This design comes from an exercise in tuning for small area and a short achievable clock period on the open sky130 flow, not from production work.
At most, simulation tests tie the RTL to the original design; equivalence was not proved.
No activity file was given, so power comes from the tool's default toggle rates.

==> run X <==
==> flow/design.v (excerpt) <==
module fadd_top(clk, a, b, z);
input clk;
input [31:0] a, b;
output [31:0] z;
wire [23:0] x_d, y_d;
wire cin_d, sa_d, snov_d;
wire [7:0] emax_d;
reg [23:0] x_q, y_q;
reg cin_q, sa_q, snov_q;
reg [7:0] emax_q;
fadd_align u_align(.a(a), .b(b), .x(x_d), .y(y_d), .cin(cin_d), .emax(emax_d),
                   .sa(sa_d), .snov(snov_d));
always @(posedge clk) begin
  x_q <= x_d;
  y_q <= y_d;
  cin_q <= cin_d;
  emax_q <= emax_d;
  sa_q <= sa_d;
  snov_q <= snov_d;
end
fadd_sum u_sum(.x(x_q), .y(y_q), .cin(cin_q), .emax(emax_q), .sa(sa_q),
               .snov(snov_q), .z(z));
endmodule
==> module fadd_align, before the edit <==
module fadd_align(a, b, x, y, cin, emax, sa, snov);
input [31:0] a, b;
output [23:0] x, y;
output cin;
output [7:0] emax;
output sa;
output snov;
wire [7:0] ea = a[30:23];
wire [7:0] eb = b[30:23];
wire [7:0] g0 = eb & ~ea;
wire [7:0] e0 = ~(ea ^ eb);
wire [3:0] g1, e1;
wire [1:0] g2, e2;
genvar i;
generate for (i = 0; i < 4; i = i + 1) begin : c1
  assign g1[i] = g0[2*i+1] | (e0[2*i+1] & g0[2*i]);
  assign e1[i] = e0[2*i+1] & e0[2*i];
end endgenerate
generate for (i = 0; i < 2; i = i + 1) begin : c2
  assign g2[i] = g1[2*i+1] | (e1[2*i+1] & g1[2*i]);
  assign e2[i] = e1[2*i+1] & e1[2*i];
end endgenerate
wire b_gt = g2[1] | (e2[1] & g2[0]);
wire eq = e2[1] & e2[0];
wire [7:0] dab = ea - eb;
wire [7:0] dba = eb - ea;
wire [7:0] d = b_gt ? dba : dab;
wire [22:0] fl = b_gt ? b[22:0] : a[22:0];
wire [22:0] fs = b_gt ? a[22:0] : b[22:0];
wire sl = b_gt ? b[31] : a[31];
wire ss = b_gt ? a[31] : b[31];
assign emax = b_gt ? eb : ea;
wire [23:0] S = {1'b1, fs} >> d;
wire szero = (d >= 8'd24);
assign cin = ss;
wire [22:0] orp;   
assign orp[0] = fl[0];
generate for (i = 1; i < 23; i = i + 1) begin : po
  assign orp[i] = orp[i-1] | fl[i];
end endgenerate
assign x[0] = fl[0];
assign x[22:1] = fl[22:1] ^ ({22{sl}} & orp[21:0]);
assign x[23] = ~(sl & orp[22]);
assign y = S ^ {24{ss}};
assign snov = eq ? (a[31] ^ b[31]) : sl;
assign sa = (szero & ss) ? snov : a[31];
endmodule
==> module fadd_sum, before the edit <==
module fadd_sum(x, y, cin, emax, sa, snov, z);
input [23:0] x, y; input cin; input [7:0] emax; input sa, snov; output [31:0] z;
wire [24:0] g0, p0;
assign g0 = {x & y, cin};
assign p0 = {x ^ y, 1'b0};
wire gg0 = g0[1] | (p0[1] & g0[0]);
wire gg1 = g0[3] | (p0[3] & g0[2]);
wire pp1 = p0[3] & p0[2];
wire gg2 = g0[5] | (p0[5] & g0[4]);
wire pp2 = p0[5] & p0[4];
wire gg3 = g0[7] | (p0[7] & g0[6]);
wire pp3 = p0[7] & p0[6];
wire gg4 = g0[9] | (p0[9] & g0[8]);
wire pp4 = p0[9] & p0[8];
wire gg5 = g0[11] | (p0[11] & g0[10]);
wire pp5 = p0[11] & p0[10];
wire gg6 = g0[13] | (p0[13] & g0[12]);
wire pp6 = p0[13] & p0[12];
wire gg7 = g0[15] | (p0[15] & g0[14]);
wire pp7 = p0[15] & p0[14];
wire gg8 = g0[17] | (p0[17] & g0[16]);
wire pp8 = p0[17] & p0[16];
wire gg9 = g0[19] | (p0[19] & g0[18]);
wire pp9 = p0[19] & p0[18];
wire gg10 = g0[21] | (p0[21] & g0[20]);
wire pp10 = p0[21] & p0[20];
wire gg11 = g0[23] | (p0[23] & g0[22]);
wire pp11 = p0[23] & p0[22];
wire gg12 = gg1 | (pp1 & gg0);
wire gg13 = gg3 | (pp3 & gg2);
wire pp13 = pp3 & pp2;
wire gg14 = gg5 | (pp5 & gg4);
wire pp14 = pp5 & pp4;
wire gg15 = gg7 | (pp7 & gg6);
wire pp15 = pp7 & pp6;
wire gg16 = gg9 | (pp9 & gg8);
wire pp16 = pp9 & pp8;
wire gg17 = gg11 | (pp11 & gg10);
wire pp17 = pp11 & pp10;
wire gg18 = gg13 | (pp13 & gg12);
wire gg19 = gg15 | (pp15 & gg14);
wire pp19 = pp15 & pp14;
wire gg20 = gg17 | (pp17 & gg16);
wire pp20 = pp17 & pp16;
wire gg21 = gg19 | (pp19 & gg18);
wire gg22 = gg20 | (pp20 & gg21);
wire gg23 = gg14 | (pp14 & gg18);
wire gg24 = gg16 | (pp16 & gg21);
wire gg25 = gg2 | (pp2 & gg12);
wire gg26 = gg4 | (pp4 & gg18);
wire gg27 = gg6 | (pp6 & gg23);
wire gg28 = gg8 | (pp8 & gg21);
wire gg29 = gg10 | (pp10 & gg24);
wire gg30 = g0[2] | (p0[2] & gg0);
wire gg31 = g0[4] | (p0[4] & gg12);
wire gg32 = g0[6] | (p0[6] & gg25);
wire gg33 = g0[8] | (p0[8] & gg18);
wire gg34 = g0[10] | (p0[10] & gg26);
wire gg35 = g0[12] | (p0[12] & gg23);
wire gg36 = g0[14] | (p0[14] & gg27);
wire gg37 = g0[16] | (p0[16] & gg21);
wire gg38 = g0[18] | (p0[18] & gg28);
wire gg39 = g0[20] | (p0[20] & gg24);
wire gg40 = g0[22] | (p0[22] & gg29);
wire gg41 = g0[24] | (p0[24] & gg22);
wire [22:0] s;
assign s[0] = p0[1] ^ g0[0];
assign s[1] = p0[2] ^ gg0;
assign s[2] = p0[3] ^ gg30;
assign s[3] = p0[4] ^ gg12;
assign s[4] = p0[5] ^ gg31;
assign s[5] = p0[6] ^ gg25;
assign s[6] = p0[7] ^ gg32;
assign s[7] = p0[8] ^ gg18;
assign s[8] = p0[9] ^ gg33;
assign s[9] = p0[10] ^ gg26;
assign s[10] = p0[11] ^ gg34;
assign s[11] = p0[12] ^ gg23;
assign s[12] = p0[13] ^ gg35;
assign s[13] = p0[14] ^ gg27;
assign s[14] = p0[15] ^ gg36;
assign s[15] = p0[16] ^ gg21;
assign s[16] = p0[17] ^ gg37;
assign s[17] = p0[18] ^ gg28;
assign s[18] = p0[19] ^ gg38;
assign s[19] = p0[20] ^ gg24;
assign s[20] = p0[21] ^ gg39;
assign s[21] = p0[22] ^ gg29;
assign s[22] = p0[23] ^ gg40;
wire s24 = gg41;
assign z = {s24 ? sa : snov, emax, s};
endmodule
Settings: LEC_CHECK=0, CAP_MARGIN=20, CORE_MARGIN=2, CORE_UTILIZATION=55, SETUP_SLACK_MARGIN=3.5, SLEW_MARGIN=20; clock period 8.5 ns.
standard.sh (not shown) runs the stock make flow with config.mk's settings and CLKGATE_MAP_FILE= SYNTH_SCRIPT=/design/flow/synth_recipe.tcl, a recipe that flattens the netlist after the stock synthesis.
==> flow/flow/run.sh <==
#!/bin/bash
# Standard ORFS layout (the standard.sh), with the I/O port buffers made
# from small buf_2 cells instead of the default clkdlybuf4s50_1 delay cells.
set -euo pipefail
export BUFFER_PORTS_ARGS="-buffer_cell sky130_fd_sc_hd__buf_2"
bash standard.sh > standard_flow.log 2>&1
==> run Z (differences from run X) <==
--- a/flow/design.v
+++ b/flow/design.v
@@ -31,5 +31,12 @@
 wire ss = b_gt ? a[31] : b[31];
 assign emax = b_gt ? eb : ea;
-wire [23:0] S = {1'b1, fs} >> d;
+wire big = |d[7:5];
+wire [23:0] m0 = {1'b1, fs};
+wire [23:0] t0 = d[0] ? {1'd0, m0[23:1]} : m0;
+wire [23:0] t1 = d[1] ? {2'd0, t0[23:2]} : t0;
+wire [23:0] t2 = d[2] ? {4'd0, t1[23:4]} : t1;
+wire [23:0] t3 = d[3] ? {8'd0, t2[23:8]} : t2;
+wire [23:0] t4 = d[4] ? {16'd0, t3[23:16]} : t3;
+wire [23:0] S = big ? 24'd0 : t4;
 wire szero = (d >= 8'd24);
 assign cin = ss;
@@ -74,66 +81,90 @@
 wire gg11 = g0[23] | (p0[23] & g0[22]);
 wire pp11 = p0[23] & p0[22];
-wire gg12 = gg1 | (pp1 & gg0);
-wire gg13 = gg3 | (pp3 & gg2);
-wire pp13 = pp3 & pp2;
-wire gg14 = gg5 | (pp5 & gg4);
-wire pp14 = pp5 & pp4;
-wire gg15 = gg7 | (pp7 & gg6);
-wire pp15 = pp7 & pp6;
-wire gg16 = gg9 | (pp9 & gg8);
-wire pp16 = pp9 & pp8;
-wire gg17 = gg11 | (pp11 & gg10);
-wire pp17 = pp11 & pp10;
-wire gg18 = gg13 | (pp13 & gg12);
-wire gg19 = gg15 | (pp15 & gg14);
-wire pp19 = pp15 & pp14;
-wire gg20 = gg17 | (pp17 & gg16);
-wire pp20 = pp17 & pp16;
-wire gg21 = gg19 | (pp19 & gg18);
-wire gg22 = gg20 | (pp20 & gg21);
-wire gg23 = gg14 | (pp14 & gg18);
-wire gg24 = gg16 | (pp16 & gg21);
-wire gg25 = gg2 | (pp2 & gg12);
-wire gg26 = gg4 | (pp4 & gg18);
-wire gg27 = gg6 | (pp6 & gg23);
-wire gg28 = gg8 | (pp8 & gg21);
-wire gg29 = gg10 | (pp10 & gg24);
-wire gg30 = g0[2] | (p0[2] & gg0);
-wire gg31 = g0[4] | (p0[4] & gg12);
-wire gg32 = g0[6] | (p0[6] & gg25);
-wire gg33 = g0[8] | (p0[8] & gg18);
-wire gg34 = g0[10] | (p0[10] & gg26);
-wire gg35 = g0[12] | (p0[12] & gg23);
-wire gg36 = g0[14] | (p0[14] & gg27);
-wire gg37 = g0[16] | (p0[16] & gg21);
-wire gg38 = g0[18] | (p0[18] & gg28);
-wire gg39 = g0[20] | (p0[20] & gg24);
-wire gg40 = g0[22] | (p0[22] & gg29);
-wire gg41 = g0[24] | (p0[24] & gg22);
+wire gg12 = g0[2] | (p0[2] & gg0);
+wire gg13 = gg1 | (pp1 & gg0);
+wire gg14 = g0[6] | (p0[6] & gg2);
+wire pp14 = p0[6] & pp2;
+wire gg15 = gg3 | (pp3 & gg2);
+wire pp15 = pp3 & pp2;
+wire gg16 = g0[10] | (p0[10] & gg4);
+wire pp16 = p0[10] & pp4;
+wire gg17 = gg5 | (pp5 & gg4);
+wire pp17 = pp5 & pp4;
+wire gg18 = g0[14] | (p0[14] & gg6);
+wire pp18 = p0[14] & pp6;
+wire gg19 = gg7 | (pp7 & gg6);
+wire pp19 = pp7 & pp6;
+wire gg20 = g0[18] | (p0[18] & gg8);
+wire pp20 = p0[18] & pp8;
+wire gg21 = gg9 | (pp9 & gg8);
+wire pp21 = pp9 & pp8;
+wire gg22 = g0[22] | (p0[22] & gg10);
+wire pp22 = p0[22] & pp10;
+wire gg23 = gg11 | (pp11 & gg10);
+wire pp23 = pp11 & pp10;
+wire gg24 = g0[4] | (p0[4] & gg13);
+wire gg25 = gg2 | (pp2 & gg13);
+wire gg26 = gg14 | (pp14 & gg13);
+wire gg27 = gg15 | (pp15 & gg13);
+wire gg28 = g0[12] | (p0[12] & gg17);
+wire pp28 = p0[12] & pp17;
+wire gg29 = gg6 | (pp6 & gg17);
+wire pp29 = pp6 & pp17;
+wire gg30 = gg18 | (pp18 & gg17);
+wire pp30 = pp18 & pp17;
+wire gg31 = gg19 | (pp19 & gg17);
+wire pp31 = pp19 & pp17;
+wire gg32 = g0[20] | (p0[20] & gg21);
+wire pp32 = p0[20] & pp21;
+wire gg33 = gg10 | (pp10 & gg21);
+wire pp33 = pp10 & pp21;
+wire gg34 = gg22 | (pp22 & gg21);
+wire pp34 = pp22 & pp21;
+wire gg35 = gg23 | (pp23 & gg21);
+wire pp35 = pp23 & pp21;
+wire gg36 = g0[8] | (p0[8] & gg27);
+wire gg37 = gg4 | (pp4 & gg27);
+wire gg38 = gg16 | (pp16 & gg27);
+wire gg39 = gg17 | (pp17 & gg27);
+wire gg40 = gg28 | (pp28 & gg27);
+wire gg41 = gg29 | (pp29 & gg27);
+wire gg42 = gg30 | (pp30 & gg27);
+wire gg43 = gg31 | (pp31 & gg27);
+wire gg44 = g0[24] | (p0[24] & gg35);
+wire pp44 = p0[24] & pp35;
+wire gg45 = g0[16] | (p0[16] & gg43);
+wire gg46 = gg8 | (pp8 & gg43);
+wire gg47 = gg20 | (pp20 & gg43);
+wire gg48 = gg21 | (pp21 & gg43);
+wire gg49 = gg32 | (pp32 & gg43);
+wire gg50 = gg33 | (pp33 & gg43);
+wire gg51 = gg34 | (pp34 & gg43);
+wire gg52 = gg35 | (pp35 & gg43);
+wire gg53 = gg44 | (pp44 & gg43);
 wire [22:0] s;
 assign s[0] = p0[1] ^ g0[0];
 assign s[1] = p0[2] ^ gg0;
-assign s[2] = p0[3] ^ gg30;
-assign s[3] = p0[4] ^ gg12;
-assign s[4] = p0[5] ^ gg31;
+assign s[2] = p0[3] ^ gg12;
+assign s[3] = p0[4] ^ gg13;
+assign s[4] = p0[5] ^ gg24;
 assign s[5] = p0[6] ^ gg25;
-assign s[6] = p0[7] ^ gg32;
-assign s[7] = p0[8] ^ gg18;
-assign s[8] = p0[9] ^ gg33;
-assign s[9] = p0[10] ^ gg26;
-assign s[10] = p0[11] ^ gg34;
-assign s[11] = p0[12] ^ gg23;
-assign s[12] = p0[13] ^ gg35;
-assign s[13] = p0[14] ^ gg27;
-assign s[14] = p0[15] ^ gg36;
-assign s[15] = p0[16] ^ gg21;
-assign s[16] = p0[17] ^ gg37;
-assign s[17] = p0[18] ^ gg28;
-assign s[18] = p0[19] ^ gg38;
-assign s[19] = p0[20] ^ gg24;
-assign s[20] = p0[21] ^ gg39;
-assign s[21] = p0[22] ^ gg29;
-assign s[22] = p0[23] ^ gg40;
-wire s24 = gg41;
+assign s[6] = p0[7] ^ gg26;
+assign s[7] = p0[8] ^ gg27;
+assign s[8] = p0[9] ^ gg36;
+assign s[9] = p0[10] ^ gg37;
+assign s[10] = p0[11] ^ gg38;
+assign s[11] = p0[12] ^ gg39;
+assign s[12] = p0[13] ^ gg40;
+assign s[13] = p0[14] ^ gg41;
+assign s[14] = p0[15] ^ gg42;
+assign s[15] = p0[16] ^ gg43;
+assign s[16] = p0[17] ^ gg45;
+assign s[17] = p0[18] ^ gg46;
+assign s[18] = p0[19] ^ gg47;
+assign s[19] = p0[20] ^ gg48;
+assign s[20] = p0[21] ^ gg49;
+assign s[21] = p0[22] ^ gg50;
+assign s[22] = p0[23] ^ gg51;
+wire s24 = gg53;
 assign z = {s24 ? sa : snov, emax, s};
 endmodule
--- a/flow/config.mk
+++ b/flow/config.mk
@@ -8,5 +8,5 @@
 export CAP_MARGIN = 20
 export CORE_MARGIN = 2
-export CORE_UTILIZATION = 55
+export CORE_UTILIZATION = 70
 export SETUP_SLACK_MARGIN = 3.5
 export SLEW_MARGIN = 20
==> notes <==
Of run Z and run X, run Z has the higher power (gap 0.75%, measured against run X). Against run Z, the via count of run X is higher by about 3.3%. In critical path depth, run X and run Z do not differ. Run X went through all stages and came out clean. Run Z produced a clean layout. Clock power: run X is lower than run Z (about 16%). Count of clock-buffer cells in the layout: run Z is lower than run X (2).
Only the layout flow was run in run X; the RTL was not checked for function there.

[what the ideal ports hide]
The results above use ideal ports. As a check the final layouts listed here were re-extracted and re-timed, cells and wires unchanged.
Step 1 (the two cells are an assumption about what drives the block):
set clk [get_ports {clk}]
set_driving_cell -lib_cell sky130_fd_sc_hd__clkbuf_16 $clk
set_driving_cell -lib_cell sky130_fd_sc_hd__buf_2 [delete_from_list [all_inputs] $clk]
Step 2, shift: input delay + t, output delay - t, t = (earliest + latest rising clock arrival at the registers) / 2. This alone moves slack from input paths to output paths.
a / b / c = no drivers / after step 1 / after step 2; a / b = the first two.
run	shift t [ns]	slack for setup (ns)	latest minus earliest clock arrival (ns)	worst register clock-pin slew, ns	cell pins on the clock port's net
run X	0.370	3.624 / 3.626 / 3.269	0.016 / 0.016	0.07 / 0.07	1
run Z	0.378	3.519 / 3.525 / 3.147	0.014 / 0.014	0.08 / 0.08	1
After both steps every run listed still meets setup and hold. The setup slack of run Z, which loses most, moves by +0.006 ns with the drivers and by -0.372 ns with both steps.
